This is an optimization exercise on Yosys and OpenROAD, whose aim is small area, not a production implementation.
The RTL was checked by simulation tests, not by an equivalence proof against the original design.
No driver is modelled on the clock port, so clocking that relies on it looks cheaper here than on a real chip.
Power is estimated from default activity; no workload was simulated.

## the baseline
==> flow/design.v (excerpt) <==
module ReactionGame(
    input        CLOCK_50,
    input        reset,
    input  [1:0] KEY,
    output [9:0] LEDR,
    output [6:0] HEX0,
    output [6:0] HEX1
);
Size: roughly 240 cells after synthesis, ~28 I/O pins.
export LEC_CHECK = 0
export CAP_MARGIN = 20
export CORE_MARGIN = 2
export CORE_UTILIZATION = 40
export SLEW_MARGIN = 20
create_clock -name core_clock -period 25.0 [get_ports {CLOCK_50}]
standard.sh (not shown) runs the stock make flow with config.mk's settings and CLKGATE_MAP_FILE= SYNTH_SCRIPT=/design/flow/synth_recipe.tcl, a recipe that flattens the netlist after the stock synthesis.
==> flow/flow/run.sh <==
#!/bin/bash
# Own layout flow: the standard synthesis, an area re-mapping of its
# combinational logic (flip-flops untouched, proven equivalent), then the
# standard layout steps.
set -euo pipefail
W=$(pwd)
F=$W/flow
R=$W/orfs/results/$FLOW_PLATFORM/ReactionGame/base
LIB=$FLOW_HOME/platforms/$FLOW_PLATFORM/lib/sky130_fd_sc_hd__tt_025C_1v80.lib
DONTUSE=$(cat "$F/dontuse.txt")

bash standard.sh synth > "$W/log_synth.txt" 2>&1
cp "$R/1_2_yosys.v" "$W/std.v"
python3 "$F/cutff.py" "$W/std.v" "$W/std_cut.v" > "$W/log_cut.txt" 2>&1

# Several seeds of ABC's deep synthesis in parallel; keep the smallest
# re-mapping that is proven equivalent to the standard netlist.
# Runs 1..8 start deep synthesis from the netlist as it is, runs 9..16 from
# a &synch2 &dc2 rewrite of it, each with its own seed.
subst() { sed -e "s|@LIB@|$LIB|g" -e "s|@TOP@|$FLOW_TOP|g" -e "s|@ABC@|$2/abc.script|g" -e "s|@SEED@|$3|g" -e "s|@PRE@|$4|g" -e "s|@DONTUSE@|$DONTUSE|g" "$1"; }
RUNS="1 2 3 4 5 6 7 8 9 10 11 12 13 14 15 16"
for s in $RUNS; do
  D=$W/reopt_$s
  if (( s > 8 )); then PRE="\&synch2; \&dc2"; SEED=$((s - 8)); else PRE=""; SEED=$s; fi
  mkdir -p "$D"
  subst "$F/abc.script" "$D" $SEED "$PRE" | tr ';' '\n' > "$D/abc.script"
  subst "$F/reopt.ys" "$D" $SEED "" > "$D/reopt.ys"
  subst "$F/equiv.ys" "$D" $SEED "" > "$D/equiv.ys"
  ( cd "$D" && yosys -s reopt.ys > log_reopt.txt 2>&1 &&
    python3 "$F/cutff.py" out.v out_cut.v > log_cut.txt 2>&1 &&
    cp "$W/std_cut.v" std_cut.v &&
    yosys -s equiv.ys > log_equiv.txt 2>&1 &&
    python3 "$F/area.py" out.v "$LIB" | tail -1 | awk '{print $2}' > area.txt ) &
  if (( s % 4 == 0 )); then wait; fi
done
wait
best=""; besta=""
for s in $RUNS; do
  a=$(cat "$W/reopt_$s/area.txt" 2>/dev/null || true)
  [[ -n "$a" ]] || continue
  if [[ -z "$besta" ]] || awk "BEGIN{exit !($a < $besta)}"; then best=$s; besta=$a; fi
done
echo "best seed: ${best:-none} area ${besta:-none}" > "$W/log_pick.txt"
if [[ -n "$best" ]]; then
  cp "$W/reopt_$best/out.v" "$W/out.v"
  cp "$W/out.v" "$R/1_2_yosys.v"
  rm -f "$R/1_synth.odb" "$R/1_synth.sdc"
fi
bash standard.sh BUFFER_PORTS_ARGS="-buffer_cell sky130_fd_sc_hd__buf_1" SKIP_REPAIR_TIE_FANOUT=1 PRE_CTS_TCL="$F/cts_pre.tcl" CTS_ARGS="-sink_clustering_enable -repair_clock_nets -dont_use_dummy_load -buf_list sky130_fd_sc_hd__buf_6 -sink_clustering_size 20 -sink_clustering_max_diameter 60" finish > "$W/log_finish.txt" 2>&1
==> flow/flow/abc.script <==
strash
&get -n
@PRE@
&deepsyn -T 40 -S @SEED@
&put
dch
amap
topo
Other scripts of this flow, unchanged in this note and not shown: flow/flow/area.py, flow/flow/cts_pre.tcl, flow/flow/cutff.py, flow/flow/dontuse.txt, flow/flow/equiv.ys, flow/flow/reopt.ys
Changes in the candidate relative to the baseline:
-- flow/flow/run.sh --
<<< the baseline, line 18
# Runs 1..8 start deep synthesis from the netlist as it is, runs 9..16 from
# a &synch2 &dc2 rewrite of it, each with its own seed.
subst() { sed -e "s|@LIB@|$LIB|g" -e "s|@TOP@|$FLOW_TOP|g" -e "s|@ABC@|$2/abc.script|g" -e "s|@SEED@|$3|g" -e "s|@PRE@|$4|g" -e "s|@DONTUSE@|$DONTUSE|g" "$1"; }
RUNS="1 2 3 4 5 6 7 8 9 10 11 12 13 14 15 16"
>>> the candidate, line 18
# 24 runs: deep synthesis from the netlist as it is or from a &synch2 &dc2
# rewrite of it, mapped after dch or dch -f, with seeds 1..6.
subst() { sed -e "s|@LIB@|$LIB|g" -e "s|@TOP@|$FLOW_TOP|g" -e "s|@ABC@|$2/abc.script|g" -e "s|@SEED@|$3|g" -e "s|@PRE@|$4|g" -e "s|@MAP@|$5|g" -e "s|@DONTUSE@|$DONTUSE|g" "$1"; }
RUNS=$(seq 1 24)
<<< the baseline, line 24
  if (( s > 8 )); then PRE="\&synch2; \&dc2"; SEED=$((s - 8)); else PRE=""; SEED=$s; fi
>>> the candidate, line 24
  SEED=$(( (s - 1) % 6 + 1 ))
  if (( (s - 1) / 6 % 2 == 1 )); then PRE="\&synch2; \&dc2"; else PRE=""; fi
  if (( (s - 1) / 12 == 1 )); then MAP="dch -f"; else MAP="dch"; fi
<<< the baseline, line 26
  subst "$F/abc.script" "$D" $SEED "$PRE" | tr ';' '\n' > "$D/abc.script"
  subst "$F/reopt.ys" "$D" $SEED "" > "$D/reopt.ys"
  subst "$F/equiv.ys" "$D" $SEED "" > "$D/equiv.ys"
>>> the candidate, line 28
  subst "$F/abc.script" "$D" $SEED "$PRE" "$MAP" | tr ';' '\n' > "$D/abc.script"
  subst "$F/reopt.ys" "$D" $SEED "" "" > "$D/reopt.ys"
  subst "$F/equiv.ys" "$D" $SEED "" "" > "$D/equiv.ys"
-- flow/flow/abc.script --
<<< the baseline, line 6
dch
>>> the candidate, line 6
@MAP@
### Flow results
- The candidate did not stop at any stage, and its layout met the timing, DRC and antenna checks.
- Delta (the candidate minus the baseline): number of tapcells has remained practically unchanged, combinational power did not really move, number of cells after detailed placement has decreased, peak supply drop now smaller.
- Between the baseline and the candidate, the proportion of cell area occupied by multi-input gates does not differ in any meaningful way.
- Relative to the baseline, the via count of the candidate is lower by about 1%.
- Between the baseline and the candidate, the difference in final clock period utilization by the worst path is negligible.
- | net switching fraction of the power | the baseline vs the candidate | ≈ equal |

[what the ideal ports hide]
No port has a modelled driver above. Below, the same layouts with a new extraction and two added sets of constraints.
Step 1 sets driving cells, clkbuf_16 on the clock port and buf_2 on the other inputs (assumed; they add their load-dependent delay and slew).
Step 2 also shifts input and output timing later by t, the mid clock arrival at the registers, as if the neighbouring blocks saw the same clock.
Three values: ideal, step 1, step 2; two values: the first two.
| run | t (ns) | setup WS [ns] | hold WS [ns] | worst setup path after step 2 | worst register clock-pin slew, ns |
|---|---|---|---|---|---|
| the baseline | 0.182 | 13.999 / 13.977 / 13.977 | 0.328 / 0.328 / 0.328 | input to output | 0.11 / 0.11 |
| the candidate | 0.180 | 14.018 / 13.995 / 13.995 | 0.328 / 0.328 / 0.328 | input to output | 0.10 / 0.10 |
After both steps setup and hold are still met in every run listed. For the candidate, which loses most, drivers alone change the setup slack by -0.023 ns; drivers and shift together by -0.023 ns.
